This design comes from an exercise in tuning for small area on the open sky130 flow, not from production work.
Only simulation tests tie the RTL to the original design; equivalence was not proved.
No activity file was given, so power comes from the tool's default toggle rates.

==> design.v <==
module ivn_top (
    input clk,
    input reset,
    input [3:0] lane,
    input s,
    input s_valid,
    output [5:0] s_vn,
    output [5:0] s_vn_valid
);
    wire [5:0] s_store;
    wire [5:0] s_valid_store;
    wire [5:0] s_load;
    wire [5:0] s_valid_load;
    reg [3:0] reg_lane;
    reg [3:0] current_lane;
    reg wen;
    reg load;
    parameter WAIT = 2'd0;
    parameter STORE = 2'd1;
    parameter LOAD = 2'd2;
    reg [1:0] state;
    reg [1:0] next_state;
    always @(*) begin
        case(state) 
        WAIT: begin
            reg_lane = current_lane;
            wen = 1'b0;
            load = 1'b0;
            if (current_lane != lane) begin
                next_state = STORE;
            end else begin
                next_state = WAIT;
            end
        end
        STORE: begin
            reg_lane = current_lane;
            wen = 1'b1;
            load = 1'b0;
            next_state = LOAD;
        end
        LOAD: begin
            reg_lane = lane;
            wen = 1'b0;
            load = 1'b1;
            next_state = WAIT;
        end
        default: begin
            reg_lane = current_lane;
            wen = 1'b0;
            load = 1'b0;
            next_state = WAIT;
        end
        endcase
    end
    always @(posedge clk) begin
        if (reset) begin
            state <= WAIT;
            current_lane <= 0;
        end else begin
            state <= next_state;
            if (state == LOAD) begin
                current_lane <= lane;
            end
        end 
    end 
    ivn_register ivn_reg(.clk(clk), .reset(reset), .wen(wen), .lane(reg_lane), .s_store(s_store), .s_valid_store(s_valid_store),
    .s_load(s_load), .s_valid_load(s_valid_load)
    );
    ivn_logic shared_logic(.clk(clk), .reset(reset), .load(load), .s_load(s_load), .s_valid_load(s_valid_load),
    .s(s), .s_valid(s_valid), .s_vn(s_vn), .s_vn_valid(s_vn_valid), .s_store(s_store), .s_valid_store(s_valid_store)
    );
endmodule
module ivn_register (
    input clk,
    input reset,
    input wen,
    input [3:0] lane,
    input [5:0] s_store,
    input [5:0] s_valid_store,
    output [5:0] s_load,
    output [5:0] s_valid_load
);
    reg [11:0] registers [15:0];
    assign s_load = registers[lane][5:0];
    assign s_valid_load = registers[lane][11:6];
    always@(posedge clk) begin
        if (reset) begin
            registers[0] <= 0;
            registers[1] <= 0;
            registers[2] <= 0;
            registers[3] <= 0;
            registers[4] <= 0;
            registers[5] <= 0;
            registers[6] <= 0;
            registers[7] <= 0;
            registers[8] <= 0;
            registers[9] <= 0;
            registers[10] <= 0;
            registers[11] <= 0;
            registers[12] <= 0;
            registers[13] <= 0;
            registers[14] <= 0;
            registers[15] <= 0;
        end
        if (wen) begin
            registers[lane][5:0] <= s_store;
            registers[lane][11:6] <= s_valid_store;
        end
    end
endmodule
module ivn_logic (
    input clk,
    input reset,
    input load,
    input [5:0] s_load,
    input [5:0] s_valid_load,
    input s,
    input s_valid,
    output [5:0] s_store,
    output [5:0] s_valid_store,
    output [5:0] s_vn,
    output [5:0] s_vn_valid
);
    wire [2:0] s_xor;
    wire [2:0] s_xor_valid;
    wire [2:0] s_r;
    wire [2:0] s_r_valid;
    reg [5:0] s_in;
    reg [5:0] s_valid_in;
    always @(*) begin
        if (load) begin
            s_in = s_load;
            s_valid_in = s_valid_load;
        end else begin
            s_in[0] = s;
            s_valid_in[0] = s_valid;
            s_in[1] = s_xor[0];
            s_valid_in[1] = s_xor_valid[0];
            s_in[2] = s_r[0];
            s_valid_in[2] = s_r_valid[0];
            s_in[3] = s_xor[1];
            s_valid_in[3] = s_xor_valid[1];
            s_in[4] = s_r[1];
            s_valid_in[4] = s_r_valid[1];
            s_in[5] = s_xor[2];
            s_valid_in[5] = s_xor_valid[2];
        end
    end
    ivn_pe pe0(.clk(clk), .reset(reset), .s(s_in[0]), .s_valid(s_valid_in[0]),
    .s_vn(s_vn[0]), .s_vn_valid(s_vn_valid[0]), .s_xor(s_xor[0]), .s_xor_valid(s_xor_valid[0]),
    .s_r(s_r[0]), .s_r_valid(s_r_valid[0]), .s_store(s_store[0]), .s_valid_store(s_valid_store[0]));
    ivn_pe pe1(.clk(clk), .reset(reset), .s(s_in[1]), .s_valid(s_valid_in[1]),
    .s_vn(s_vn[1]), .s_vn_valid(s_vn_valid[1]), .s_xor(s_xor[1]), .s_xor_valid(s_xor_valid[1]),
    .s_r(s_r[1]), .s_r_valid(s_r_valid[1]), .s_store(s_store[1]), .s_valid_store(s_valid_store[1]));
    ivn_pe pe2(.clk(clk), .reset(reset), .s(s_in[2]), .s_valid(s_valid_in[2]),
    .s_vn(s_vn[2]), .s_vn_valid(s_vn_valid[2]), .s_xor(s_xor[2]), .s_xor_valid(s_xor_valid[2]),
    .s_r(s_r[2]), .s_r_valid(s_r_valid[2]), .s_store(s_store[2]), .s_valid_store(s_valid_store[2]));
    ivn_pe pe3(.clk(clk), .reset(reset), .s(s_in[3]), .s_valid(s_valid_in[3]),
    .s_vn(s_vn[3]), .s_vn_valid(s_vn_valid[3]), .s_xor(), .s_xor_valid(),
    .s_r(), .s_r_valid(), .s_store(s_store[3]), .s_valid_store(s_valid_store[3]));
    ivn_pe pe4(.clk(clk), .reset(reset), .s(s_in[4]), .s_valid(s_valid_in[4]),
    .s_vn(s_vn[4]), .s_vn_valid(s_vn_valid[4]), .s_xor(), .s_xor_valid(),
    .s_r(), .s_r_valid(), .s_store(s_store[4]), .s_valid_store(s_valid_store[4]));
    ivn_pe pe5(.clk(clk), .reset(reset), .s(s_in[5]), .s_valid(s_valid_in[5]),
    .s_vn(s_vn[5]), .s_vn_valid(s_vn_valid[5]), .s_xor(), .s_xor_valid(),
    .s_r(), .s_r_valid(), .s_store(s_store[5]), .s_valid_store(s_valid_store[5]));
endmodule
module ivn_pe (
    input clk,
    input reset,
    input s,
    input s_valid,
    output s_vn,
    output s_vn_valid,
    output s_xor,
    output s_xor_valid,
    output s_r,
    output s_r_valid, 
    output s_store,
    output s_valid_store
);
    reg s_reg;
    reg s_valid_reg;
    assign s_store = s_reg;
    assign s_valid_store = s_valid_reg;
    assign s_vn = s_reg;
    assign s_vn_valid = (s_valid_reg && s_valid) && (s_reg !=s);
    assign s_xor = s_reg ^ s;
    assign s_xor_valid = s_valid_reg && s_valid;
    assign s_r = s_reg;
    assign s_r_valid = (s_valid_reg && s_valid) && (s_reg ==s);
    always@(posedge clk) begin
        if (reset) begin
            s_reg <= 0;
            s_valid_reg <= 0;
        end else begin
            s_reg <= s;
            s_valid_reg <= s_valid;
        end
    end
endmodule
==> run.sh <==
#!/bin/bash
# synth_recipe.tcl (not shown) runs the flow's synth.tcl, then flattens the netlist and writes it again
# the make line also repeats each setting of config.mk as NAME=value (left out here)
make -C /OpenROAD-flow-scripts/flow DESIGN_CONFIG=/design/flow/config.mk WORK_HOME=/design/flow/orfs CLKGATE_MAP_FILE= SYNTH_SCRIPT=/design/flow/synth_recipe.tcl finish
==> config.mk <==
export PLATFORM = sky130hd
export DESIGN_NAME = ivn_top
export DESIGN_NICKNAME = ivn_top
export VERILOG_FILES = /design/flow/design.v
export SDC_FILE = /design/flow/constraint.sdc
export NUM_CORES = 4
export LEC_CHECK = 0
export CAP_MARGIN = 20
export CORE_MARGIN = 2
export CORE_UTILIZATION = 40
export SLEW_MARGIN = 20
==> constraint.sdc <==
create_clock -name core_clock -period 10.0 [get_ports {clk}]
set_input_delay 2.0000 -clock core_clock [delete_from_list [all_inputs] [get_ports {clk}]]
set_output_delay 2.0000 -clock core_clock [all_outputs]
set_load 0.01 [all_outputs]
==> qor.txt, run 1 <==
Hold WC Path Type -> reg -> reg
final setup fails -> 0
clk_skew -> 0.01042 ns
row cnt -> 59
Synth warnings -> 4
Hold Startpoint -> ivn_reg.registers[11][1]
max FFs per register -> 192
RSZ-0062 raised after global routing -> no
sw frac -> 24.44%
commonest non-fill, non-tap cell in the layout -> and2_1
share of layout cells above drive strength 1 -> 12.05%
most frequent cells in the layout -> 195 x and2_1, 192 x edfxtp_1, 70 x nand2_1
Final Slew Violations -> 0
CTS tree -> done
H-tree depth -> 1
GRT Total Usage -> 21.29%
FF-to-FF End -> shared_logic.pe4.s_valid_reg
HPWL after DPL -> 19520 microns
CP Capture Type -> output port
final hold viol count -> 0
largest family of logic cells by synthesized area -> simple AND/OR/NAND/NOR gates
initial DRC count -> 682
Slew headroom -> 27.67%
Reg2Reg Depth -> 7
largest net degree at the start of global routing -> 57
Post-synth EDFFs -> 192
critical path class -> in -> out
# IOs -> 20
post-synthesis compound-gate area fraction -> 7.095%
Post-CTS Hold Fix Bufs -> 0
outcome -> no timing/DRC/antenna violations
die height -> 166.8 microns
FMAX -> 0.1262 GHz
cell count after synthesis -> 888
number of diodes -> 0
GPL Wtd Cong -> 0.9641
Post-Syn Area -> 10600 sq um
Via density -> 5.652
final setup margin -> 2.077 ns
maximum VDD drop -> 0.1239 mV
Post-CTS Setup Bufs -> 0
Synth Area in Simple Gates -> 20.69%
Final Power -> 2.130 mW
combinational power share -> 10.2%
CTS Buffer Depth -> 3
initial core utilization -> 40.67%
grt ovf -> 0
biggest regs -> ivn_reg.registers (192), current_lane (4), state (2)
insertion delay to the later sink of the worst-skew pair -> 0.51 ns
Seq pwr share -> 48.4%
Vias -> 6912
largest reg by FF count -> ivn_reg.registers
Post-synth top flop -> edfxtp_1
crit path launch -> lane[0]
vias in the first global route -> 6902
WL per Instance -> 24.41 microns
CTS sink count -> 210
pwr dens -> 181.9 nW/um^2
Slowest-stage cell, CP -> clkdlybuf4s50_1
CTS Buf Count -> 24
post-synthesis sequential area ratio -> 57.80%
fin nets -> 879
slowest stage delay, CP -> 0.63 ns
crit path to -> s_vn_valid[1]
critical path data required time -> 8.00 ns
Crit Path Max Fanout -> 34
CP dominant cell by count -> buf_4
Leakage Power -> 4.368 nW
final core occ -> 44.94%
Post-Synth XOR/XNOR Area -> 0.9916%
clk slew on worst S/H paths -> 0.06 ns
DRT Pass-1 Iters -> 5
reg-to-reg slack, setup -> 6.15 ns
Slew @ Worst Pin -> 1.083 ns
crit path time final -> 7.923 ns
# DRC -> 0
Avg Inst Size Synth -> 11.94 sq um
setup TNS -> 0 ns
PortBufs -> 19
Worst R2R Start -> state[1]
flops & latches, synth -> 210
Psw -> 0.5205 mW
clock share of power -> 41.4%
ys async rst share -> 0%
Die W -> 166.8 microns
antenna violations before repair -> 0
Pint -> 1.610 mW
Distinct cells, synth -> 69
fin crit share -> 79.23%
first-pass GRT wire length -> 44440 microns
root buffer cell -> clkbuf_16
Total Wirelength -> 29850 microns
die area -> 27820 sq um
pre-CTS setup slack -> 2.182 ns
maxcap violations -> 0
Area Overhead vs Synth -> 10.49%
critical path arrival -> 5.92 ns
area share of fa/ha/maj cells after synthesis -> 0%
Resized Gates After CTS -> 0
Cell Chain, Critical Path -> buf_2 -> buf_4 -> and3b_1 -> a21o_1 -> buf_4 -> a211oi_1 -> o41ai_1 -> a31oi_1 -> xor2_1 -> nor3b_1 -> clkdlybuf4s50_1
core area -> 26060 sq um
post-synthesis mux area share -> 8.807%
CP Launch Type -> input port
remaining antenna violation count -> 0
-- worst max-delay path: cells and delay by family --
family | cells | cell delay [ns]
AOI/OAI and AO/OA | 4 | 1.28
xor gates and xnor gates | 1 | 0.16
buffers and inverters | 4 | 1.59
and+or+nand+nor | 2 | 0.85
-- cell families after synthesis --
| family | Yosys count |
|---|---|
| mux | 80 |
| simple gates | 394 |
| buf+inv | 92 |
| xor+xnor | 12 |
| flops | 210 |
| compound gates | 100 |
-- power by group through the flow --
stage / Sequential [mW] / Clock [mW] / Combinational, mW
floorplan: 1.02 / 0 / 0.156
global placement: 1.05 / 0 / 0.214
detailed placement: 1.05 / 0 / 0.215
CTS: 1.03 / 0.888 / 0.215
global route: 1.04 / 0.926 / 0.232
finish: 1.03 / 0.882 / 0.218
-- per-stage QoR --
stage	instances	hold slack, ns	cell area [sq um]
after floorplan	888	0.5430	10600
after global placement	1180	0.6461	10930
after detailed placement	1180	0.6397	10930
after CTS	1223	0.6538	11710
after global routing	1223	0.7113	11710
final	1223	0.6610	11710
-- cells in the mapped netlist, types with 4 or more instances --
cell,count,share of area (%)
a2111oi_0,4,0.33
a211o_1,4,0.33
a211oi_1,8,0.57
a21oi_1,16,0.76
a221oi_1,4,0.33
a22oi_1,4,0.28
a31oi_1,10,0.59
a32oi_1,4,0.33
and2_1,195,12
and3_1,4,0.24
buf_2,12,0.57
buf_4,15,1.1
buf_6,8,0.85
clkbuf_1,48,1.7
dfxtp_1,18,3.4
edfxtp_1,192,54
inv_1,5,0.18
mux2_2,13,1.4
mux2i_1,57,5.4
mux4_2,9,1.9
nand2_1,70,2.5
nand2b_1,11,0.65
nand3_1,11,0.52
nor2_1,52,1.8
nor2b_1,5,0.30
nor3_1,5,0.24
o21ai_0,13,0.61
o32ai_1,4,0.33
or2_2,17,1.0
xor2_1,9,0.74
-- cell type report --
class	count	area, sq um
clock buffers	35	673.1
clock inverters	8	110.1
fillers	2391	14350
inverters	5	18.77
multi-input cells	586	3991
flip-flops and latches	210	6126
well taps	335	419.2
repair buffers	44	372.9
-- layer usage --
metal	global-route usage, %	part of all wire [%]	vias up
li1	-	-	3120
met1	28.72	42	3457
met2	34.35	47	281
met3	4.468	7.7	54
met4	7.234	3.2	0
met5	0	0	-
-- worst min path at each step --
stage | slack, ns | endpoint | cells past startpoint
final | 0.66 | shared_logic.pe1.s_reg | 4
after global routing | 0.71 | shared_logic.pe1.s_reg | 4
after CTS | 0.65 | shared_logic.pe1.s_reg | 4
after detailed placement | 0.64 | shared_logic.pe1.s_reg | 4
after global placement | 0.65 | shared_logic.pe1.s_reg | 4
after floorplan | 0.54 | state[0] | 2
==> run 2: changes to the inputs <==
==> design.v (replaced) <==
module ivn_top (
    input clk,
    input reset,
    input [3:0] lane,
    input s,
    input s_valid,
    output [5:0] s_vn,
    output [5:0] s_vn_valid
);
    parameter WAIT = 2'd0;
    parameter STORE = 2'd1;
    parameter LOAD = 2'd2;
    reg [1:0] state;
    reg [1:0] next_state;
    reg [3:0] current_lane;
    reg wen;
    reg load;
    always @(*) begin
        case (state)
        WAIT: begin
            wen = 1'b0;
            load = 1'b0;
            next_state = (current_lane != lane) ? STORE : WAIT;
        end
        STORE: begin
            wen = 1'b1;
            load = 1'b0;
            next_state = LOAD;
        end
        LOAD: begin
            wen = 1'b0;
            load = 1'b1;
            next_state = WAIT;
        end
        default: begin
            wen = 1'b0;
            load = 1'b0;
            next_state = WAIT;
        end
        endcase
    end
    always @(posedge clk) begin
        if (reset) begin
            state <= WAIT;
            current_lane <= 4'd0;
        end else begin
            state <= next_state;
            if (load)
                current_lane <= lane;
        end
    end
    reg [3:0] pe;
    wire b0 = pe[3];
    wire a = pe[2];
    wire c = pe[1];
    wire t = pe[0];
    wire v1 = a | c;
    wire v0 = v1 | t;
    reg [3:0] mem [0:15];
    genvar i;
    generate
        for (i = 0; i < 16; i = i + 1) begin : g_mem
            wire we = wen & (current_lane == i);
            wire hold = ~(we | reset);
            always @(posedge clk)
                mem[i] <= ({4{we}} & pe) | ({4{hold}} & mem[i]);
        end
    endgenerate
    wire [3:0] ld = mem[lane];
    wire lb0 = ld[3];
    wire la = ld[2];
    wire lc = ld[1];
    wire lt = ld[0];
    wire lv1 = la | lc;
    wire lv0 = lv1 | lt;
    wire x = s;
    wire xv = s_valid;
    wire [3:0] step;
    assign step[3] = x;
    assign step[2] = v1 & xv;
    assign step[1] = v0 & xv & (~v1 | (t ^ b0 ^ x));
    assign step[0] = xv & (~v0 | (b0 ^ x));
    always @(posedge clk) begin
        if (reset)
            pe <= 4'd0;
        else if (load)
            pe <= ld;
        else
            pe <= step;
    end
    assign s_vn = {1'b0, t, c, b0, t, b0};
    assign s_vn_valid[0] = v0 & (load ? (lv0 & (b0 ^ lb0)) : (xv & (b0 ^ x)));
    assign s_vn_valid[1] = v1 & (load ? (lv1 & (t ^ lt)) : (xv & (t ^ b0 ^ x)));
    assign s_vn_valid[2] = load & v1 & ~t & lv1 & ~lt & (b0 ^ lb0);
    assign s_vn_valid[3] = a & (load ? (la & (c ^ lc)) : (xv & (c ^ t ^ b0 ^ x)));
    assign s_vn_valid[4] = load & a & ~c & la & ~lc & (t ^ lt);
    assign s_vn_valid[5] = 1'b0;
endmodule
--- a/config.mk
+++ b/config.mk
@@ -7,2 +7,3 @@
 export LEC_CHECK = 0
+export ABC_AREA = 1
 export CAP_MARGIN = 20
==> qor.txt, run 2 <==
Area Overhead vs Synth -> 12.02%
row cnt -> 33 (-44%)
Seq pwr share -> 51.4% (+3.0 points)
FMAX -> 0.1503 GHz (+19%)
post-synthesis mux area share -> 0% (-8.8 points)
post-synthesis sequential area ratio -> 43.53% (-14 points)
largest net degree at the start of global routing -> 67 (+18%)
flops & latches, synth -> 74 (-65%)
Synth warnings -> 2 (-2)
Vias -> 3322 (-52%)
Resized Gates After CTS -> 0 (unchanged)
Crit Path Max Fanout -> 8 (-76%)
largest family of logic cells by synthesized area -> simple AND/OR/NAND/NOR gates
Post-CTS Hold Fix Bufs -> 0 (unchanged)
Max Used Layer -> met4
Synth top cells by count -> 138 x nand2_1, 86 x nand3_1, 74 x dfxtp_1
biggest regs -> mem (64), current_lane (4), pe (4)
Hold WC Path Type -> reg -> reg
Post-Synth XOR/XNOR Area -> 1.801% (+0.81 points)
HPWL after DPL -> 7054 microns (-64%)
biggest area consumer among synthesized cells -> dfxtp_1
combinational power share -> 8.9% (-1.3 points)
largest reg by FF count -> mem
clk slew on worst S/H paths -> 0.08 ns (+0.02 ns)
Fillers -> 846 (-65%)
post-synth top area share -> 43.53% (-11 points)
die height -> 96.24 microns (-42%)
final hold viol count -> 0 (unchanged)
critical path class -> in -> out
PortBufs -> 17 (-2)
remaining antenna violation count -> 0 (unchanged)
commonest non-fill, non-tap cell in the layout -> nand2_1
RSZ-0062 raised after global routing -> no
Synth Area in Simple Gates -> 36.43% (+16 points)
sw frac -> 27.33% (+2.9 points)
CP Capture Type -> output port
cell count after synthesis -> 506 (-43%)
Avg Inst Size Synth -> 6.726 sq um (-44%)
ys async rst share -> 0% (unchanged)
# DRC -> 0 (unchanged)
root buffer cell -> clkbuf_8
outcome -> no timing/DRC/antenna violations
antenna violations before repair -> 0 (unchanged)
most frequent cells in the layout -> 138 x nand2_1, 86 x nand3_1, 74 x dfxtp_1
Leakage Power -> 1.603 nW (-63%)
CTS Buffer Depth -> 2 (-1)
core area -> 8217 sq um (-68%)
Die W -> 96.24 microns (-42%)
Post-synth EDFFs -> 0 (-100%)
Area contributors post-synth -> dfxtp_1 44%, nand2_1 15%, nand3_1 13%
initial core utilization -> 41.42% (+0.75 points)
reg-to-reg slack, setup -> 8.00 ns (+1.85 ns)
maxcap violations -> 0 (unchanged)
DRT Pass-1 Iters -> 5 (unchanged)
maximum VDD drop -> 0.1212 mV (-2.2%)
most frequent cell after synthesis -> nand2_1
CTS sink count -> 74 (-65%)
CP Launch Type -> input port
WL per Instance -> 15.91 microns (-35%)
clk_skew -> 0.006703 ns (-0.003722 ns)
met1 wire length -> 4757 microns (-62%)
first-pass GRT wire length -> 16210 microns (-64%)
pwr dens -> 155.1 nW/um^2 (-15%)
Post-Syn Area -> 3403 sq um (-68%)
critical path data required time -> 8.00 ns (about the same)
Via density -> 5.298 (-6.3%)
placed cell areas -> 3618 sq um (-67%)
GPL Wtd Cong -> 0.9463 (-1.8%)
post-synthesis compound-gate area fraction -> 11.62% (+4.5 points)
GRT Total Usage -> 23.41% (+2.1 points)
post-route cell area -> 3812 sq um (-67%)
critical path arrival -> 4.65 ns (-1.27 ns)
final setup fails -> 0 (unchanged)
Final Slew Violations -> 0 (unchanged)
Slew headroom -> 39.95% (+12 points)
Slew @ Worst Pin -> 0.8938 ns (-0.1896 ns)
setup TNS -> 0 ns (unchanged)
H-tree depth -> 3 (+2)
vias in the first global route -> 3149 (-54%)
Psw -> 0.1616 mW (-69%)
Pint -> 0.4297 mW (-73%)
fin nets -> 525 (-40%)
Total Wirelength -> 9973 microns (-67%)
Post-synth top flop -> dfxtp_1
CTS Buf Count -> 9 (-63%)
insertion delay to the later sink of the worst-skew pair -> 0.36 ns (-0.15 ns)
# IOs -> 20 (unchanged)
area share of fa/ha/maj cells after synthesis -> 0% (unchanged)
grt ovf -> 0 (unchanged)
initial DRC count -> 268 (-61%)
crit path time final -> 6.653 ns (-1.270 ns)
clock share of power -> 39.6% (-1.8 points)
fin crit share -> 66.53% (-13 points)
number of diodes -> 0 (unchanged)
die area -> 9262 sq um (-67%)
met3 WL -> 580 microns (-75%)
Post-CTS Setup Bufs -> 0 (unchanged)
metal2 WL -> 4429 microns (-68%)
max FFs per register -> 64 (-67%)
share of layout cells above drive strength 1 -> 3.448% (-8.6 points)
CTS tree -> done
Distinct cells, synth -> 22 (-68%)
-- run 2: stage by stage --
step | worst slack [ns] | utilization (%) | total power [mW] | cells | hold slack, ns
2_1_floorplan | 4.818 | - | 0.3445 | 507 | 0.3970
3_3_place_gp | 3.405 | 44.04 | 0.3627 | 611 | 0.4059
3_5_place_dp | 3.383 | 44.04 | 0.3630 | 611 | 0.4099
4_1_cts | 3.374 | 46.40 | 0.5928 | 627 | 0.4214
5_1_grt | 3.143 | 46.40 | 0.6127 | 627 | 0.4433
6_report | 3.347 | 46.40 | 0.5913 | 627 | 0.4185
-- run 2: routing by layer --
layer / vias to the layer above / global-route usage (%)
met1: 1519 / 31.58
met5: - / 0
met2: 99 / 36.63
li1: 1683 / -
met4: 0 / 7.738
met3: 21 / 5.638
-- run 2: kinds of logic (layout without fill, tap and decap cells) --
group | Yosys count | after routing
AO/OA/AOI/OAI | 78 | 78
buffers and inverters | 52 | 67
flip-flops | 74 | 74
XOR/XNOR | 7 | 7
other | 1 | 2
AND/OR/NAND/NOR | 294 | 294
-- run 2: cell type report --
type	instances	area (sq um)	area share, %
clock buffers	10	127.6	3.348
clock inverters	6	66.31	1.739
inverters	33	123.9	3.249
multi-input cells	381	1704	44.70
flip-flops and latches	74	1481	38.86
well taps	105	131.4	3.446
repair buffers	18	177.7	4.660
-- run 2: path summary, 6_finish.rpt --
path                         from             to  cells after the start
setup reg to reg  current_lane[0]      mem[9][3]                      5
hold / removal           state[1]       state[0]                      1
hold reg to reg          state[1]       state[0]                      1
setup / recovery          lane[0]  s_vn_valid[4]                     14
-- run 2: worst max-delay path, stage by stage --
cell	delay [ns]
clkdlybuf4s50_1	0.52
nor2_2	0.37
inv_1	0.18
nor2_1	0.17
nand2_1	0.07
nand2_1	0.08
nor2_1	0.05
nand2_1	0.12
nor2_1	0.08
nand2_1	0.11
nand2_1	0.06
nand2_1	0.09
nor3b_1	0.18
clkdlybuf4s50_1	0.56
-- run 2: power groups by stage --
stage	sequential (mW)	clock [mW]	combinational [mW]
after floorplan	0.310	0	0.0349
after global placement	0.311	0	0.0517
after detailed placement	0.311	0	0.0520
after CTS	0.304	0.237	0.0522
after global routing	0.305	0.249	0.0584
final	0.304	0.234	0.0528
==> run 3: changes to the inputs <==
==> flow/run.sh (new file) <==
#!/bin/bash
# Own layout flow: the standard flow (standard.sh) with
#  - synthesis running ABC on an area script (flow/abc.script),
#  - port buffers of the smallest buffer cell,
#  - a clock tree of small clock buffers without dummy loads.
# Each step's full output goes to a log file of its own in this folder.
set -euo pipefail
W=$(pwd)
export OWN_ABC_SCRIPT=$W/flow/abc.script
bash standard.sh SYNTH_SCRIPT=$W/flow/synth.tcl synth > $W/log_synth.txt 2>&1
bash standard.sh SYNTH_SCRIPT=$W/flow/synth.tcl \
  "BUFFER_PORTS_ARGS=-buffer_cell sky130_fd_sc_hd__buf_1" \
  "CTS_ARGS=-sink_clustering_enable -repair_clock_nets -dont_use_dummy_load -buf_list {sky130_fd_sc_hd__clkbuf_2 sky130_fd_sc_hd__clkbuf_4}" \
  finish > $W/log_layout.txt 2>&1
==> flow/abc.script (new file) <==
strash; dc2; &get -n; &st; &dch; &nf -R 1000 -a; &put
==> flow/synth.tcl (new file) <==
# The standard synthesis script (synth_recipe.tcl), with Yosys's abc
# pass run on an area-oriented ABC script instead of ORFS's.
proc synth {args} { yosys synth -nofsm -noshare {*}$args }
proc abc {args} {
  set i [lsearch -exact $args -script]
  if {$i >= 0} { lset args [expr {$i + 1}] $::env(OWN_ABC_SCRIPT) }
  yosys abc {*}$args
}
source $::env(SCRIPTS_DIR)/synth.tcl
# left out here: clear keep_hierarchy, flatten, clean up, hide names made inside functions, write 1_2_yosys.v
==> standard.sh (new file) <==
#!/bin/bash
# synth_recipe.tcl (not shown) runs the flow's synth.tcl, then flattens the netlist and writes it again
# the make line also repeats each setting of config.mk as NAME=value (left out here)
make -C /OpenROAD-flow-scripts/flow DESIGN_CONFIG=/design/flow/config.mk WORK_HOME=/design/flow/orfs CLKGATE_MAP_FILE= SYNTH_SCRIPT=/design/flow/synth_recipe.tcl "${@:-finish}"
--- a/config.mk
+++ b/config.mk
@@ -10,3 +10,5 @@
 export CORE_MARGIN = 2
-export CORE_UTILIZATION = 40
+export CORE_UTILIZATION = 70
+export GPL_TIMING_DRIVEN = 0
+export PLACE_DENSITY = 0.8
 export SLEW_MARGIN = 20
removed: run.sh
==> qor.txt, run 3 <==
final cell count without fillers -> 385 (-39%)
CP Capture Type -> output port
critical path arrival -> 4.63 ns (-0.02 ns)
PortBufs -> 17 (unchanged)
HPWL after DPL -> 5475 microns (-22%)
critical path data required time -> 8.00 ns (about the same)
Crit Path Max Fanout -> 10 (+2)
Area Overhead vs Synth -> 6.600%
# DRC -> 0 (unchanged)
biggest area consumer among synthesized cells -> dfxtp_1
number of diodes -> 0 (unchanged)
share of layout cells above drive strength 1 -> 5.075% (+1.6 points)
flops & latches, synth -> 74 (unchanged)
vias in the first global route -> 2475 (-21%)
DRT Pass-1 Iters -> 8 (+3)
antenna violations before repair -> 0 (unchanged)
post-synth top area share -> 49.15% (+5.6 points)
Worst R2R Start -> state[0]
CTS sink count -> 74 (unchanged)
outcome -> no timing/DRC/antenna violations
Avg Inst Size Synth -> 9.786 sq um (+46%)
CTS Buf Count -> 9 (unchanged)
insertion delay to the later sink of the worst-skew pair -> 0.43 ns (+0.07 ns)
Slew headroom -> 33.41% (-6.5 points)
GRT Total Usage -> 34.39% (+11 points)
maximum VDD drop -> 0.1125 mV (-7.1%)
sw frac -> 26.75% (-0.58 points)
GPL Wtd Cong -> 1.041 (+10%)
most frequent cells in the layout -> 74 x dfxtp_1, 67 x a22o_1, 49 x nor2_1
RSZ-0062 raised after global routing -> no
FMAX -> 0.1508 GHz (+0.31%)
clock share of power -> 27.0% (-13 points)
ys async rst share -> 0% (unchanged)
reg-to-reg slack, setup -> 8.04 ns (+0.04 ns)
die height -> 69.62 microns (-28%)
combinational power share -> 9.1% (+0.2 points)
clk_skew -> 0.02544 ns (+0.01874 ns)
post-route cell area -> 3213 sq um (-16%)
critical path class -> in -> out
Synth warnings -> 2 (unchanged)
core area -> 4086 sq um (-50%)
Hold Startpoint -> state[1]
final core occ -> 78.63% (+32 points)
cell count after synthesis -> 308 (-39%)
Post-CTS Hold Fix Bufs -> 0 (unchanged)
largest reg by FF count -> mem
grt ovf -> 0 (unchanged)
initial DRC count -> 337 (+26%)
Synth top cells by count -> 74 x dfxtp_1, 67 x a22o_1, 49 x nor2_1
Post-synth EDFFs -> 0 (unchanged)
Final Slew Violations -> 0 (unchanged)
H-tree depth -> 3 (unchanged)
Psw -> 0.1305 mW (-19%)
maxcap violations -> 0 (unchanged)
crit path launch -> lane[3]
commonest non-fill, non-tap cell in the layout -> dfxtp_1
Post-Syn Area -> 3014 sq um (-11%)
remaining antenna violation count -> 0 (unchanged)
fin crit share -> 66.32% (-0.21 points)
Via density -> 6.909 (+30%)
placed cell areas -> 3146 sq um (-13%)
Hold WC Path Type -> reg -> reg
initial core utilization -> 73.76% (+32 points)
largest net degree at the start of global routing -> 27 (-60%)
Hold Worst Slack -> 0.4574 ns (+0.03890 ns)
crit path time final -> 6.632 ns (-0.02084 ns)
Total Wirelength -> 8033 microns (-19%)
biggest regs -> mem (64), current_lane (4), pe (4)
row cnt -> 23 (-30%)
fin nets -> 345 (-34%)
final hold viol count -> 0 (unchanged)
CTS Buffer Depth -> 2 (unchanged)
Resized Gates After CTS -> 0 (unchanged)
# IOs -> 20 (unchanged)
Distinct cells, synth -> 31 (+41%)
root buffer cell -> clkbuf_4
first-pass GRT wire length -> 12900 microns (-20%)
Post-synth top flop -> dfxtp_1
most frequent cell after synthesis -> dfxtp_1
WL per Instance -> 20.86 microns (+31%)
Die W -> 69.62 microns (-28%)
CP Launch Type -> input port
Pint -> 0.3573 mW (-17%)
die area -> 4847 sq um (-48%)
Vias -> 2660 (-20%)
Seq pwr share -> 63.8% (+12 points)
Area contributors post-synth -> dfxtp_1 49%, a22o_1 19%, nor2_1 6.1%
pwr dens -> 151.8 nW/um^2 (-2.1%)
final setup fails -> 0 (unchanged)
setup TNS -> 0 ns (unchanged)
Post-CTS Setup Bufs -> 0 (unchanged)
post-synthesis sequential area ratio -> 49.15% (+5.6 points)
CTS tree -> done
clk slew on worst S/H paths -> 0.12 ns (+0.04 ns)
cell count after placement -> 376 (-38%)
Slew @ Worst Pin -> 0.9974 ns (+0.1036 ns)
Leakage Power -> 1.166 nW (-27%)
max FFs per register -> 64 (unchanged)
==> run 3: cells by family (layout without fill, tap and decap cells) <==
group / after synthesis / after routing / share of synthesized area [%]
compound gates: 110 / 110 / 29.39
xor+xnor: 10 / 10 / 2.906
flops: 74 / 74 / 49.15
other cells: 1 / 2 / 0.1244
buf+inv: 9 / 35 / 1.993
simple gates: 104 / 104 / 16.44
==> run 3: layer usage <==
metal  vias up  share of wire (%)  track usage [%]  wire length (microns)
met5         -                  0                0                      0
met4         0                3.3            15.81                    264
met3        27                8.7            5.959                    696
met2       150                 45            52.99                   3599
met1      1243                 43            47.35                   3472
li1       1240                  -                -                      -
==> run 3: layout make-up <==
cell class                      count  area, sq um
Sequential cell                    74         1481
Multi-Input combinational cell    226         1476
Fill cell                         302        873.3
Clock buffer                        9        67.56
Timing Repair Buffer               17        65.06
Tap cell                           50        62.56
Buffer                              7        52.55
Inverter                            2        7.507
==> run 3: power groups by stage <==
| stage | Combinational [mW] | Sequential [mW] | Clock, mW |
|---|---|---|---|
| detailed placement | 0.0435 | 0.318 | 0 |
| finish | 0.0446 | 0.311 | 0.132 |
| floorplan | 0.0310 | 0.313 | 0 |
| global route | 0.0497 | 0.313 | 0.140 |
| global placement | 0.0421 | 0.318 | 0 |
| CTS | 0.0438 | 0.311 | 0.130 |
==> run 3: through the flow <==
| step | setup WS (ns) | power (mW) |
|---|---|---|
| floorplan | 4.198 | 0.3442 |
| detailed placement | 3.449 | 0.3613 |
| finish | 3.368 | 0.4877 |
| global placement | 3.486 | 0.3596 |
| CTS | 3.426 | 0.4847 |
| global route | 3.150 | 0.5020 |
==> run 3: worst paths after layout <==
path	endpoint	cells past startpoint
max	s_vn_valid[2]	12
min	state[0]	1
max reg2reg	mem[2][1]	5
min reg2reg	state[0]	1
==> run 3: worst max-delay path: stages <==
cell and delay [ns]:
buf_1 0.35, nand2b_1 0.19, nor3_1 0.43, a22oi_1 0.16, nand4_1 0.13, a221oi_1 0.08, nand3_1 0.14, o21ai_0 0.18
or2_0 0.31, a21o_1 0.21, nor4b_1 0.27, buf_1 0.19
==> run 4: changes to the inputs <==
==> flow/abc.script (replaced) <==
strash; dc2; &get -n; &st; &dch -f; &nf -R 1000 -a; &put
--- a/config.mk
+++ b/config.mk
@@ -10,5 +10,3 @@
 export CORE_MARGIN = 2
-export CORE_UTILIZATION = 70
-export GPL_TIMING_DRIVEN = 0
-export PLACE_DENSITY = 0.8
+export CORE_UTILIZATION = 40
 export SLEW_MARGIN = 20
==> qor.txt, run 4 <==
die height -> 90.81 microns (+30%)
combinational power share -> 7.9% (-1.2 points)
number of diodes -> 0 (unchanged)
final hold viol count -> 0 (unchanged)
antenna violations before repair -> 0 (unchanged)
Leakage Power -> 1.132 nW (-2.9%)
Hold Startpoint -> state[0]
max FFs per register -> 64 (unchanged)
commonest non-fill, non-tap cell in the layout -> dfxtp_1
setup TNS -> 0 ns (unchanged)
CTS Buffer Depth -> 2 (unchanged)
die area -> 8246 sq um (+70%)
final setup fails -> 0 (unchanged)
CTS tree -> done
Synth warnings -> 2 (unchanged)
Distinct cells, synth -> 28 (-9.7%)
ys async rst share -> 0% (unchanged)
post-synthesis sequential area ratio -> 49.15% (unchanged)
Die W -> 90.81 microns (+30%)
PortBufs -> 17 (unchanged)
Slew headroom -> 27.51% (-5.9 points)
clk slew on worst S/H paths -> 0.10 ns (-0.02 ns)
Post-synth EDFFs -> 0 (unchanged)
CP Capture Type -> output port
Area Overhead vs Synth -> 7.347%
Hold WC Path Type -> reg -> reg
fin crit share -> 65.54% (-0.78 points)
critical path data required time -> 8.00 ns (about the same)
Avg Inst Size Synth -> 9.786 sq um (unchanged)
pwr dens -> 147.2 nW/um^2 (-3.0%)
HPWL after DPL -> 5688 microns (+3.9%)
Area contributors post-synth -> dfxtp_1 49%, a22o_1 20%, nor2_1 5.0%
Synth top cells by count -> 74 x dfxtp_1, 68 x a22o_1, 40 x nor2_1
Post-CTS Hold Fix Bufs -> 0 (unchanged)
outcome -> no timing/DRC/antenna violations
clk_skew -> 0.03237 ns (+0.006924 ns)
remaining antenna violation count -> 0 (unchanged)
insertion delay to the later sink of the worst-skew pair -> 0.42 ns (about the same)
critical path arrival -> 4.55 ns (-0.08 ns)
vias in the first global route -> 2446 (-1.2%)
Pint -> 0.3524 mW (-1.4%)
most frequent cell after synthesis -> dfxtp_1
FF-to-FF End -> mem[14][3]
CP Launch Type -> input port
Post-Syn Area -> 3014 sq um (unchanged)
largest reg by FF count -> mem
Hold EP -> state[0]
critical path class -> in -> out
H-tree depth -> 3 (unchanged)
final core occ -> 44.37% (-34 points)
Worst R2R Start -> state[0]
fin nets -> 340 (-1.4%)
Via density -> 6.040 (-13%)
share of layout cells above drive strength 1 -> 3.333% (-1.7 points)
first-pass GRT wire length -> 13410 microns (+4.0%)
maximum VDD drop -> 0.08031 mV (-29%)
clock share of power -> 27.4% (+0.4 points)
sw frac -> 26.02% (-0.73 points)
FMAX -> 0.1526 GHz (+1.2%)
Slew @ Worst Pin -> 1.086 ns (+0.08843 ns)
Final Slew Violations -> 0 (unchanged)
GRT Total Usage -> 21.24% (-13 points)
initial DRC count -> 267 (-21%)
Post-synth top flop -> dfxtp_1
Crit Path Max Fanout -> 9 (-1)
GPL Wtd Cong -> 0.9081 (-13%)
biggest area consumer among synthesized cells -> dfxtp_1
Vias -> 2591 (-2.6%)
root buffer cell -> clkbuf_4
WL per Instance -> 19.34 microns (-7.3%)
Resized Gates After CTS -> 0 (unchanged)
initial core utilization -> 41.33% (-32 points)
Total Wirelength -> 8295 microns (+3.3%)
grt ovf -> 0 (unchanged)
row cnt -> 31 (+35%)
# IOs -> 20 (unchanged)
post-synth top area share -> 49.15% (unchanged)
flops & latches, synth -> 74 (unchanged)
cell count after synthesis -> 308 (unchanged)
Seq pwr share -> 64.7% (+0.9 points)
CTS sink count -> 74 (unchanged)
most frequent cells in the layout -> 74 x dfxtp_1, 68 x a22o_1, 40 x nor2_1
maxcap violations -> 0 (unchanged)
Post-CTS Setup Bufs -> 0 (unchanged)
RSZ-0062 raised after global routing -> no
core area -> 7292 sq um (+78%)
crit path time final -> 6.554 ns (-0.07814 ns)
CTS Buf Count -> 9 (unchanged)
reg-to-reg slack, setup -> 7.92 ns (-0.12 ns)
DRT Pass-1 Iters -> 5 (-3)
Reg2Reg Depth -> 5 (unchanged)
biggest regs -> mem (64), current_lane (4), pe (4)
largest net degree at the start of global routing -> 27 (unchanged)
Hold Worst Slack -> 0.4678 ns (+0.01038 ns)
Fillers -> 742 (+150%)
# DRC -> 0 (unchanged)
Psw -> 0.1240 mW (-5.0%)
cell count of the worst hold path -> 1 (unchanged)
## run 4: changes by cell type after synthesis, moves of 2 or more
cell / delta
nor2b_1: +2
nor2_1: -9
a21oi_1: -2
or2_0: -3
nor3_1: -3
o22ai_1: +2
nor3b_1: +2
nand2b_1: -2
nand3_1: -2
nand2_1: +13
nand4_1: +2
## run 4: power groups by stage
stage | logic [mW] | clock network, mW | registers, mW
floorplan | 0.0267 | 0 | 0.311
global route | 0.0419 | 0.151 | 0.309
CTS | 0.0374 | 0.135 | 0.308
global placement | 0.0369 | 0 | 0.315
detailed placement | 0.0374 | 0 | 0.315
finish | 0.0377 | 0.131 | 0.308
## run 4: cell type report
cell class,instances,area [sq um],area share (%)
Clock buffer,9,67.56,2.088
Inverter,2,7.507,0.2320
Multi-Input combinational cell,226,1476,45.63
Sequential cell,74,1481,45.79
Tap cell,99,123.9,3.828
Timing Repair Buffer,19,78.83,2.436
## run 4: stage by stage
step | power, mW | instance area [sq um] | setup slack [ns] | instances
after floorplan | 0.3382 | 3018 | 4.346 | 309
after global placement | 0.3516 | 3168 | 3.477 | 420
after detailed placement | 0.3521 | 3168 | 3.492 | 420
after CTS | 0.4799 | 3236 | 3.501 | 429
after global routing | 0.5016 | 3236 | 3.188 | 429
final | 0.4764 | 3236 | 3.446 | 429
## run 4: cells by family after synthesis
group	share of synthesized area, %
flip-flops	49.15
AND/OR/NAND/NOR	16.19
XOR/XNOR	2.906
AO/OA/AOI/OAI	29.64
buffers and inverters	1.993
other	0.1244
## run 4: worst max path at each step
stage	start	end	slack, ns	cells past startpoint
6_report	lane[2]	s_vn_valid[0]	3.45	14
5_1_grt	lane[2]	s_vn_valid[0]	3.19	14
4_1_cts	lane[2]	s_vn_valid[0]	3.50	14
3_5_place_dp	lane[2]	s_vn_valid[0]	3.49	14
3_3_place_gp	lane[2]	s_vn_valid[0]	3.48	14
2_1_floorplan	lane[0]	s_vn_valid[2]	4.35	8
## run 4: worst max-delay path, cell delays in order
cell and delay [ns]:
buf_1 0.29, nand2_1 0.18, nor3_1 0.51, a22o_1 0.24, a221oi_1 0.06, nand4_1 0.13, a221oi_1 0.07, nand4_1 0.14
o21ai_0 0.17, nor2_1 0.22, nor2_1 0.07, a211oi_1 0.24, a21o_1 0.11, buf_1 0.14
## run 4: metal layers
| metal | share of wire (%) | GRT usage [%] |
|---|---|---|
| met5 | 0 | 0 |
| met4 | 2.0 | 6.944 |
| met3 | 6.2 | 5.342 |
| met2 | 44 | 32.28 |
| met1 | 48 | 29.55 |
==> run 5: changes to the inputs <==
--- a/flow/run.sh
+++ b/flow/run.sh
@@ -12,3 +12,3 @@
   "BUFFER_PORTS_ARGS=-buffer_cell sky130_fd_sc_hd__buf_1" \
-  "CTS_ARGS=-sink_clustering_enable -repair_clock_nets -dont_use_dummy_load -buf_list {sky130_fd_sc_hd__clkbuf_2 sky130_fd_sc_hd__clkbuf_4}" \
+  "CTS_ARGS=-sink_clustering_enable -repair_clock_nets -dont_use_dummy_load -sink_clustering_size 30 -sink_clustering_max_diameter 100 -buf_list {sky130_fd_sc_hd__clkbuf_4 sky130_fd_sc_hd__clkbuf_8}" \
   finish > $W/log_layout.txt 2>&1
==> flow/abc.script (replaced) <==
strash; dc2; &get -n; &st; &dch; &nf -R 1000 -a; &put
==> qor.txt, run 5 <==
# IOs -> 20 (unchanged)
final hold viol count -> 0 (unchanged)
core area -> 7292 sq um (unchanged)
initial core utilization -> 41.33% (unchanged)
CTS Buffer Depth -> 2 (unchanged)
Resized Gates After CTS -> 0 (unchanged)
DRT Pass-1 Iters -> 5 (unchanged)
Crit path max-delay family -> simple AND/OR/NAND/NOR gates
CP Launch Type -> input port
Die W -> 90.81 microns (unchanged)
Synth top cells by count -> 74 x dfxtp_1, 67 x a22o_1, 49 x nor2_1
Crit Path Max Fanout -> 10 (+1)
fin crit share -> 64.81% (-0.73 points)
share of layout cells above drive strength 1 -> 3.040% (-0.29 points)
maxcap violations -> 0 (unchanged)
Worst R2R Start -> state[0]
post-synth top area share -> 49.15% (unchanged)
CTS Buf Count -> 9 (unchanged)
# DRC -> 0 (unchanged)
WL per Instance -> 19.66 microns (+1.7%)
Post-synth top flop -> dfxtp_1
number of diodes -> 0 (unchanged)
biggest area consumer among synthesized cells -> dfxtp_1
clk slew on worst S/H paths -> 0.07 ns (-0.03 ns)
most frequent cell after synthesis -> dfxtp_1
fin nets -> 339 (-0.29%)
Distinct cells, synth -> 31 (+11%)
insertion delay to the later sink of the worst-skew pair -> 0.35 ns (-0.07 ns)
max FFs per register -> 64 (unchanged)
Vias -> 2568 (-0.89%)
die area -> 8246 sq um (unchanged)
Reg2Reg Depth -> 5 (unchanged)
cell count of the worst hold path -> 1 (unchanged)
die height -> 90.81 microns (unchanged)
PortBufs -> 17 (unchanged)
HPWL after DPL -> 5870 microns (+3.2%)
Hold EP -> state[0]
row cnt -> 31 (unchanged)
FMAX -> 0.1543 GHz (+1.1%)
Leakage Power -> 1.154 nW (+2.0%)
root buffer cell -> clkbuf_8
Post-CTS Setup Bufs -> 0 (unchanged)
grt ovf -> 0 (unchanged)
reg-to-reg slack, setup -> 8.01 ns (+0.09 ns)
post-synthesis sequential area ratio -> 49.15% (unchanged)
crit path time final -> 6.481 ns (-0.07270 ns)
ys async rst share -> 0% (unchanged)
cell count after synthesis -> 308 (unchanged)
Slew headroom -> 32.46% (+4.9 points)
critical path arrival -> 4.48 ns (-0.07 ns)
Synth warnings -> 2 (unchanged)
pwr dens -> 161.0 nW/um^2 (+9.4%)
WP buf/inv -> 2 (unchanged)
flops & latches, synth -> 74 (unchanged)
CP dominant cell by count -> buf_1
Avg Inst Size Synth -> 9.786 sq um (unchanged)
clk_skew -> 0.01211 ns (-0.02026 ns)
FF-to-FF End -> mem[1][1]
Area contributors post-synth -> dfxtp_1 49%, a22o_1 19%, nor2_1 6.1%
Total Wirelength -> 8416 microns (+1.5%)
remaining antenna violation count -> 0 (unchanged)
slowest stage delay, CP -> 0.37 ns (-0.14 ns)
initial DRC count -> 150 (-44%)
Slew @ Worst Pin -> 1.012 ns (-0.07413 ns)
GPL Wtd Cong -> 0.9266 (+2.0%)
Post-synth EDFFs -> 0 (unchanged)
CP Capture Type -> output port
commonest non-fill, non-tap cell in the layout -> dfxtp_1
critical path data required time -> 8.00 ns (about the same)
GRT Total Usage -> 21.48% (+0.24 points)
RSZ-0062 raised after global routing -> no
largest reg by FF count -> mem
outcome -> no timing/DRC/antenna violations
most frequent cells in the layout -> 74 x dfxtp_1, 67 x a22o_1, 49 x nor2_1
CTS tree -> done
vias in the first global route -> 2426 (-0.82%)
Post-Syn Area -> 3014 sq um (unchanged)
Hold Startpoint -> state[0]
Cell Chain, Critical Path -> buf_1 -> nand2b_1 -> nor2_1 -> a22oi_1 -> nand4_1 -> a221oi_1 -> nand3_1 -> o21ai_0 -> or2_0 -> a21o_1 -> nor4b_1 -> buf_1
largest net degree at the start of global routing -> 27 (unchanged)
H-tree depth -> 3 (unchanged)
Post-CTS Hold Fix Bufs -> 0 (unchanged)
maximum VDD drop -> 0.06259 mV (-22%)
Final Power -> 0.5288 mW (+11%)
antenna violations before repair -> 0 (unchanged)
Area Overhead vs Synth -> 8.966%
CTS sink count -> 74 (unchanged)
final setup fails -> 0 (unchanged)
biggest regs -> mem (64), current_lane (4), pe (4)
Fillers -> 760 (+2.4%)
Hold WC Path Type -> reg -> reg
Slowest-stage cell, CP -> buf_1
setup TNS -> 0 ns (unchanged)
first-pass GRT wire length -> 13550 microns (+1.0%)
Final Slew Violations -> 0 (unchanged)
Via density -> 6.000 (-0.66%)
critical path class -> in -> out
## run 5: metal layers
| metal | track usage (%) | vias to the layer above | part of all wire [%] |
|---|---|---|---|
| li1 | - | 1230 | - |
| met1 | 28.50 | 1223 | 46 |
| met2 | 33.71 | 100 | 46 |
| met3 | 6.010 | 15 | 6.6 |
| met4 | 7.197 | 0 | 1.9 |
| met5 | 0 | - | 0 |
## run 5: how the worst max path moves through the flow
stage                       start            end  slack, ns  cells after the start
final                     lane[1]  s_vn_valid[2]       3.52                     12
after global routing      lane[3]  s_vn_valid[2]       3.25                     12
after CTS                 lane[1]  s_vn_valid[2]       3.57                     12
after detailed placement  lane[1]  s_vn_valid[2]       3.59                     12
after global placement    lane[1]  s_vn_valid[2]       3.52                     12
after floorplan           lane[2]  s_vn_valid[2]       4.20                     10
## run 5: power by group
part	total, mW	internal (mW)	leakage (nW)	switching, mW
clock	0.175	0.0802	0.0647	0.0949
combinational	0.0417	0.0141	0.492	0.0277
sequential	0.312	0.299	0.598	0.0125
total	0.529	0.394	1.15	0.135
## run 5: logic make-up after synthesis
kind of cell / Yosys count / share of synthesized area [%]
AO/OA/AOI/OAI: 110 / 29.39
buffers and inverters: 9 / 1.993
flip-flops: 74 / 49.15
XOR/XNOR: 10 / 2.906
other: 1 / 0.1244
AND/OR/NAND/NOR: 104 / 16.44
## run 5: final cells by class
class	count	area [sq um]	share of cell area, %
clock buffer	9	123.9	3.771
multi-input combinational	226	1476	44.95
tap	99	123.9	3.771
timing repair buffer	18	71.32	2.171
sequential	74	1481	45.10
inverter	2	7.507	0.2286
## run 5: metrics by stage
stage | util [%] | hold WS (ns) | cells | worst slack, ns | cell area, sq um
2_1_floorplan | - | 0.4251 | 309 | 4.198 | 3018
3_5_place_dp | 43.34 | 0.4556 | 419 | 3.588 | 3161
5_1_grt | 45.04 | 0.4899 | 428 | 3.253 | 3284
3_3_place_gp | 43.34 | 0.4461 | 419 | 3.517 | 3161
6_report | 45.04 | 0.4724 | 428 | 3.519 | 3284
4_1_cts | 45.04 | 0.4712 | 428 | 3.572 | 3284
==> run 6: changes to the inputs <==
--- a/flow/run.sh
+++ b/flow/run.sh
@@ -12,3 +12,3 @@
   "BUFFER_PORTS_ARGS=-buffer_cell sky130_fd_sc_hd__buf_1" \
-  "CTS_ARGS=-sink_clustering_enable -repair_clock_nets -dont_use_dummy_load -sink_clustering_size 30 -sink_clustering_max_diameter 100 -buf_list {sky130_fd_sc_hd__clkbuf_4 sky130_fd_sc_hd__clkbuf_8}" \
+  "CTS_ARGS=-sink_clustering_enable -repair_clock_nets -dont_use_dummy_load -sink_clustering_size 20 -sink_clustering_max_diameter 60 -buf_list {sky130_fd_sc_hd__clkbuf_2 sky130_fd_sc_hd__clkbuf_4}" \
   finish > $W/log_layout.txt 2>&1
==> qor.txt, run 6 <==
outcome -> no timing/DRC/antenna violations
initial DRC count -> 127 (-15%)
die height -> 90.81 microns (unchanged)
Synth top cells by count -> 74 x dfxtp_1, 67 x a22o_1, 49 x nor2_1
Cell Chain, Critical Path -> buf_1 -> nand2b_1 -> nor2_1 -> a22oi_1 -> nand4_1 -> a221oi_1 -> nand3_1 -> o21ai_0 -> or2_0 -> a21o_1 -> nor4b_1 -> buf_1
Hold WC Path Type -> reg -> reg
critical path class -> in -> out
final cell count without fillers -> 428 (unchanged)
maxcap violations -> 0 (unchanged)
Distinct cells, synth -> 31 (unchanged)
Fillers -> 766 (+0.79%)
insertion delay to the later sink of the worst-skew pair -> 0.40 ns (+0.05 ns)
CTS Buffer Depth -> 2 (unchanged)
clk slew on worst S/H paths -> 0.11 ns (+0.04 ns)
Area contributors post-synth -> dfxtp_1 49%, a22o_1 19%, nor2_1 6.1%
CP dominant cell by count -> buf_1
crit path time final -> 6.472 ns (-0.009200 ns)
maximum VDD drop -> 0.07587 mV (+21%)
grt ovf -> 0 (unchanged)
cell count after synthesis -> 308 (unchanged)
root buffer cell -> clkbuf_4
commonest non-fill, non-tap cell in the layout -> dfxtp_1
Area Overhead vs Synth -> 7.099%
die area -> 8246 sq um (unchanged)
Post-Syn Area -> 3014 sq um (unchanged)
max FFs per register -> 64 (unchanged)
critical path arrival -> 4.47 ns (about the same)
Crit Path Max Fanout -> 10 (unchanged)
critical path data required time -> 8.00 ns (about the same)
PortBufs -> 17 (unchanged)
Final Slew Violations -> 0 (unchanged)
Final Power -> 0.4822 mW (-8.8%)
FF+latch area -> 1481 sq um (unchanged)
number of diodes -> 0 (unchanged)
cell count after placement -> 419 (unchanged)
CTS sink count -> 74 (unchanged)
WL per Instance -> 19.51 microns (-0.80%)
CP Capture Type -> output port
clk_skew -> 0.02248 ns (+0.01037 ns)
CTS Buf Count -> 9 (unchanged)
Slowest-stage cell, CP -> nor2_1
CTS tree -> done
fin nets -> 339 (unchanged)
vias in the first global route -> 2435 (+0.37%)
H-tree depth -> 3 (unchanged)
Die W -> 90.81 microns (unchanged)
row cnt -> 31 (unchanged)
RSZ-0062 raised after global routing -> no
initial core utilization -> 41.33% (unchanged)
most frequent cells in the layout -> 74 x dfxtp_1, 67 x a22o_1, 49 x nor2_1
most frequent cell after synthesis -> dfxtp_1
biggest regs -> mem (64), current_lane (4), pe (4)
GRT Total Usage -> 21.32% (-0.16 points)
Slew @ Worst Pin -> 0.9955 ns (-0.01618 ns)
HPWL after DPL -> 5870 microns (unchanged)
DRT Pass-1 Iters -> 5 (unchanged)
FMAX -> 0.1545 GHz (+0.14%)
final setup fails -> 0 (unchanged)
Via density -> 5.988 (-0.19%)
Total Wirelength -> 8349 microns (-0.80%)
slowest stage delay, CP -> 0.36 ns (about the same)
Slew headroom -> 33.54% (+1.1 points)
flops & latches, synth -> 74 (unchanged)
core area -> 7292 sq um (unchanged)
Reg2Reg Depth -> 5 (unchanged)
Resized Gates After CTS -> 0 (unchanged)
ys async rst share -> 0% (unchanged)
final hold viol count -> 0 (unchanged)
# IOs -> 20 (unchanged)
GPL Wtd Cong -> 0.9266 (unchanged)
share of layout cells above drive strength 1 -> 3.040% (unchanged)
pwr dens -> 149.4 nW/um^2 (-7.2%)
first-pass GRT wire length -> 13530 microns (-0.15%)
Post-CTS Hold Fix Bufs -> 0 (unchanged)
Post-synth top flop -> dfxtp_1
Synth warnings -> 2 (unchanged)
Post-CTS Setup Bufs -> 0 (unchanged)
Vias -> 2563 (-0.19%)
Leakage Power -> 1.131 nW (-2.0%)
remaining antenna violation count -> 0 (unchanged)
fin crit share -> 64.72% (-0.092 points)
Avg Inst Size Synth -> 9.786 sq um (unchanged)
# DRC -> 0 (unchanged)
total area of multi-input combinational cells -> 1476 sq um (unchanged)
CP Launch Type -> input port
Post-synth EDFFs -> 0 (unchanged)
biggest area consumer among synthesized cells -> dfxtp_1
antenna violations before repair -> 0 (unchanged)
largest reg by FF count -> mem
setup TNS -> 0 ns (unchanged)
post-synthesis sequential area ratio -> 49.15% (unchanged)
cell count of the worst hold path -> 1 (unchanged)
largest net degree at the start of global routing -> 27 (unchanged)
post-synth top area share -> 49.15% (unchanged)
==> run 6: cell types whose count changed in the layout (fill, tap and decap cells not counted) <==
cell and delta:
clkbuf_4 +9, clkbuf_8 -9
==> run 6: layer usage <==
layer / routed length [microns] / track usage [%]
met5: 0 / 0
met4: 154 / 6.061
met3: 479 / 6.427
met2: 3834 / 33.64
met1: 3881 / 28.29
==> run 6: area by class of cell <==
class | instances | area share [%]
clock buffers | 9 | 2.093
inverters | 2 | 0.2326
multi-input cells | 226 | 45.74
flip-flops and latches | 74 | 45.89
well taps | 99 | 3.837
repair buffers | 18 | 2.209
==> run 6: kinds of logic (layout without fill, tap and decap cells) <==
group                     count (synthesis)  after routing  share of synthesized area, %
and+or+nand+nor                         104            104                         16.44
other                                     1              2                        0.1244
buffers and inverters                     9             29                         1.993
xor gates and xnor gates                 10             10                         2.906
DFF                                      74             74                         49.15
AOI/OAI and AO/OA                       110            110                         29.39
==> run 6: final timing paths <==
path,start,endpoint,slack [ns]
setup / recovery,lane[1],s_vn_valid[2],3.53
hold / removal,state[0],state[0],0.48
setup reg to reg,state[0],mem[1][2],8.05
hold reg to reg,state[0],state[0],0.48
==> run 6: report_power, final <==
group          internal (mW)  switching [mW]
logic                 0.0141          0.0276
clock network         0.0419          0.0870
registers              0.299          0.0123
==> run 6: per-stage QoR <==
| stage | cell area [sq um] | worst slack (ns) | utilization, % | hold slack, ns |
|---|---|---|---|---|
| 2_1_floorplan | 3018 | 4.198 | - | 0.4251 |
| 3_3_place_gp | 3161 | 3.517 | 43.34 | 0.4461 |
| 3_5_place_dp | 3161 | 3.588 | 43.34 | 0.4556 |
| 4_1_cts | 3228 | 3.572 | 44.27 | 0.4770 |
| 5_1_grt | 3228 | 3.254 | 44.27 | 0.4996 |
| 6_report | 3228 | 3.528 | 44.27 | 0.4754 |
==> run 6: worst max-delay path, delay by kind of cell <==
family	cells	cell delay, ns
AOI/OAI and AO/OA	4	0.59
buffers and inverters	2	0.53
and+or+nand+nor	6	1.34
==> run 7: changes to the inputs <==
--- a/design.v
+++ b/design.v
@@ -59,2 +59,4 @@
     reg [3:0] mem [0:15];
+    wire [3:0] addr = load ? lane : current_lane;
+    wire [3:0] rd [0:15];
     genvar i;
@@ -62,3 +64,5 @@
         for (i = 0; i < 16; i = i + 1) begin : g_mem
-            wire we = wen & (current_lane == i);
+            wire sel = (addr == i);
+            wire we = wen & sel;
+            assign rd[i] = {4{sel}} & mem[i];
             wire hold = ~(we | reset);
@@ -68,3 +72,4 @@
     endgenerate
-    wire [3:0] ld = mem[lane];
+    wire [3:0] ld = rd[0] | rd[1] | rd[2] | rd[3] | rd[4] | rd[5] | rd[6] | rd[7]
+        | rd[8] | rd[9] | rd[10] | rd[11] | rd[12] | rd[13] | rd[14] | rd[15];
     wire lb0 = ld[3];
--- a/config.mk
+++ b/config.mk
@@ -8,5 +8,5 @@
 export ABC_AREA = 1
-export CAP_MARGIN = 20
+export CAP_MARGIN = 0
 export CORE_MARGIN = 2
 export CORE_UTILIZATION = 40
-export SLEW_MARGIN = 20
+export SLEW_MARGIN = 0
==> qor.txt, run 7 <==
Post-CTS Setup Bufs -> 0 (unchanged)
post-synthesis sequential area ratio -> 50.00% (+0.85 points)
most frequent cell after synthesis -> dfxtp_1
Leakage Power -> 1.164 nW (+2.9%)
most frequent cells in the layout -> 74 x dfxtp_1, 67 x a22o_1, 41 x nor2_1
biggest regs -> mem (64), current_lane (4), pe (4)
share of layout cells above drive strength 1 -> 3.514% (+0.47 points)
antenna violations before repair -> 0 (unchanged)
WL per Instance -> 19.78 microns (+1.4%)
root buffer cell -> clkbuf_4
insertion delay to the later sink of the worst-skew pair -> 0.41 ns (about the same)
CP Depth -> 12 (unchanged)
CP Launch Type -> input port
crit path time final -> 6.582 ns (+0.1098 ns)
final hold viol count -> 0 (unchanged)
Cell Chain, Critical Path -> buf_1 -> mux2i_1 -> or2_0 -> nor2_1 -> a22o_1 -> a221oi_1 -> nand4_1 -> nor2_1 -> or2_0 -> nand3_1 -> a32o_1 -> buf_1
grt ovf -> 0 (unchanged)
clk_skew -> 0.02604 ns (+0.003563 ns)
slowest stage delay, CP -> 0.43 ns (+0.07 ns)
number of diodes -> 0 (unchanged)
remaining antenna violation count -> 0 (unchanged)
Final Power -> 0.4814 mW (-0.16%)
cell count of the worst hold path -> 1 (unchanged)
die height -> 90.07 microns (-0.81%)
Slowest-stage cell, CP -> or2_0
Synth top cells by count -> 74 x dfxtp_1, 67 x a22o_1, 41 x nor2_1
die area -> 8112 sq um (-1.6%)
core area -> 7214 sq um (-1.1%)
Hold WC Path Type -> reg -> reg
Vias -> 2486 (-3.0%)
maxcap violations -> 0 (unchanged)
Crit Path Max Fanout -> 8 (-2)
CTS tree -> done
Post-synth EDFFs -> 0 (unchanged)
cell count after synthesis -> 291 (-5.5%)
Slew headroom -> 30.97% (-2.6 points)
post-synth top area share -> 50.00% (+0.85 points)
Post-Syn Area -> 2963 sq um (-1.7%)
post-route cell area -> 3184 sq um (-1.4%)
GPL Wtd Cong -> 0.9684 (+4.5%)
pre-CTS setup slack -> 3.469 ns (-0.1191 ns)
critical path arrival -> 4.58 ns (+0.11 ns)
CP Capture Type -> output port
cell count after placement -> 403 (-3.8%)
# DRC -> 0 (unchanged)
Post-synth top flop -> dfxtp_1
PortBufs -> 17 (unchanged)
crit path launch -> lane[3]
FMAX -> 0.1519 GHz (-1.7%)
outcome -> no timing/DRC/antenna violations
Post-CTS Hold Fix Bufs -> 0 (unchanged)
flops & latches, synth -> 74 (unchanged)
setup TNS -> 0 ns (unchanged)
final setup margin -> 3.418 ns (-0.1098 ns)
H-tree depth -> 3 (unchanged)
max FFs per register -> 64 (unchanged)
CTS Buffer Depth -> 2 (unchanged)
largest net degree at the start of global routing -> 27 (unchanged)
Area contributors post-synth -> dfxtp_1 50%, a22o_1 20%, nor2_1 5.2%
HPWL after DPL -> 5545 microns (-5.5%)
critical path class -> in -> out
Resized Gates After CTS -> 0 (unchanged)
critical path data required time -> 8.00 ns (about the same)
initial DRC count -> 307 (+140%)
Via density -> 6.034 (+0.76%)
largest reg by FF count -> mem
first-pass GRT wire length -> 13380 microns (-1.1%)
Area Overhead vs Synth -> 7.475%
Worst R2R Start -> state[0]
ys async rst share -> 0% (unchanged)
Die W -> 90.07 microns (-0.81%)
pwr dens -> 151.2 nW/um^2 (+1.2%)
RSZ-0062 raised after global routing -> no
WP buf/inv -> 2 (unchanged)
maximum VDD drop -> 0.04704 mV (-38%)
clk slew on worst S/H paths -> 0.10 ns (about the same)
CTS sink count -> 74 (unchanged)
Final Slew Violations -> 0 (unchanged)
Total Wirelength -> 8148 microns (-2.4%)
biggest area consumer among synthesized cells -> dfxtp_1
Distinct cells, synth -> 30 (-3.2%)
final setup fails -> 0 (unchanged)
initial core utilization -> 41.07% (-0.27 points)
Crit path max-delay family -> simple AND/OR/NAND/NOR gates
row cnt -> 31 (unchanged)
GRT Total Usage -> 21.00% (-0.33 points)
# IOs -> 20 (unchanged)
DRT Pass-1 Iters -> 6 (+1)
Hold Startpoint -> state[1]
Slew @ Worst Pin -> 1.034 ns (+0.03855 ns)
vias in the first global route -> 2507 (+3.0%)
final core occ -> 44.14% (-0.13 points)
Synth warnings -> 2 (unchanged)
Reg2Reg Depth -> 10 (+5)
placed cell areas -> 3117 sq um (-1.4%)
CTS Buf Count -> 9 (unchanged)
fin crit share -> 65.82% (+1.1 points)
commonest non-fill, non-tap cell in the layout -> dfxtp_1
Hold Worst Slack -> 0.4444 ns (-0.03097 ns)
fin nets -> 323 (-4.7%)
Avg Inst Size Synth -> 10.18 sq um (+4.0%)
final cell count without fillers -> 412 (-3.7%)
## run 7: cell count changes in the layout (fill, tap and decap cells not counted), sizes merged, moves of 2 or more
cell,delta
nand4,-2
a222oi,+11
nand2b,-3
a22oi,-13
a21oi,-4
mux2i,+4
nor4,-2
nor2,-8
nand2,+5
nor2b,-3
nor3,+2
o22ai,-3
## run 7: area by class of cell
| class | instances | area [sq um] |
|---|---|---|
| fill | 721 | 4030 |
| sequential | 74 | 1481 |
| multi-input combinational | 209 | 1425 |
| tap | 99 | 123.9 |
| timing repair buffer | 19 | 78.83 |
| clock buffer | 9 | 67.56 |
| inverter | 2 | 7.507 |
## run 7: where the power goes
group          internal [mW]  total, mW  switching [mW]
combinational         0.0144     0.0487          0.0343
sequential             0.299      0.306         0.00699
clock                 0.0418      0.127          0.0854
## run 7: cell families (layout without fill, tap and decap cells)
| family | Yosys count | in the layout | share of synthesized area (%) |
|---|---|---|---|
| and+or+nand+nor | 93 | 93 | 14.70 |
| muxes | 4 | 4 | 1.351 |
| DFF | 74 | 74 | 50.00 |
| other | 1 | 2 | 0.1266 |
| xor gates and xnor gates | 10 | 10 | 2.956 |
| AOI/OAI and AO/OA | 100 | 100 | 28.84 |
| buffers and inverters | 9 | 30 | 2.027 |
## run 7: path summary, 6_finish.rpt
path / slack (ns) / endpoint
worst min-delay path: 0.44 / state[0]
worst max register to register: 6.84 / pe[0]
worst max-delay path: 3.42 / s_vn_valid[0]
worst min register to register: 0.44 / state[0]
## run 7: metal layers
metal	wire, microns	track usage (%)
met4	226	11.15
met2	3703	33.08
met1	3828	27.18
met3	389	4.191
met5	0	0

re-timing with driven ports:
The results above use ideal ports. As a check the final layouts listed here were re-extracted and re-timed, cells and wires unchanged.
Step 1: set_driving_cell puts a clkbuf_16 on clk and a buf_2 on each other input, an assumption about the parent block.
Step 2 times the ports against the registers' clock, not the clock port: input delays grow and output delays shrink by t, the midpoint of the rising clock arrivals with the driver on.
a / b / c = no drivers / after step 1 / after step 2; a / b = the first two.
run | shift t [ns] | slack for setup (ns) | hold WS [ns] | worst setup path after step 2 | latest minus earliest clock arrival (ns)
run 1 | 0.557 | 2.077 / 2.052 / 2.052 | 0.661 / 0.661 / 0.661 | input to output | 0.010 / 0.011
run 2 | 0.388 | 3.347 / 3.327 / 3.327 | 0.418 / 0.418 / 0.418 | input to output | 0.008 / 0.008
run 3 | 0.440 | 3.368 / 3.344 / 3.344 | 0.457 / 0.457 / 0.457 | input to output | 0.028 / 0.027
run 4 | 0.428 | 3.446 / 3.424 / 3.424 | 0.468 / 0.468 / 0.468 | input to output | 0.033 / 0.032
run 5 | 0.374 | 3.519 / 3.494 / 3.494 | 0.472 / 0.472 / 0.472 | input to output | 0.018 / 0.018
run 6 | 0.424 | 3.528 / 3.503 / 3.503 | 0.475 / 0.475 / 0.475 | input to output | 0.030 / 0.030
run 7 | 0.431 | 3.418 / 3.391 / 3.391 | 0.444 / 0.444 / 0.444 | input to output | 0.032 / 0.032
After both steps every run listed still meets setup and hold. For run 7, which loses most, drivers alone change the setup slack by -0.027 ns; drivers and shift together by -0.027 ns.
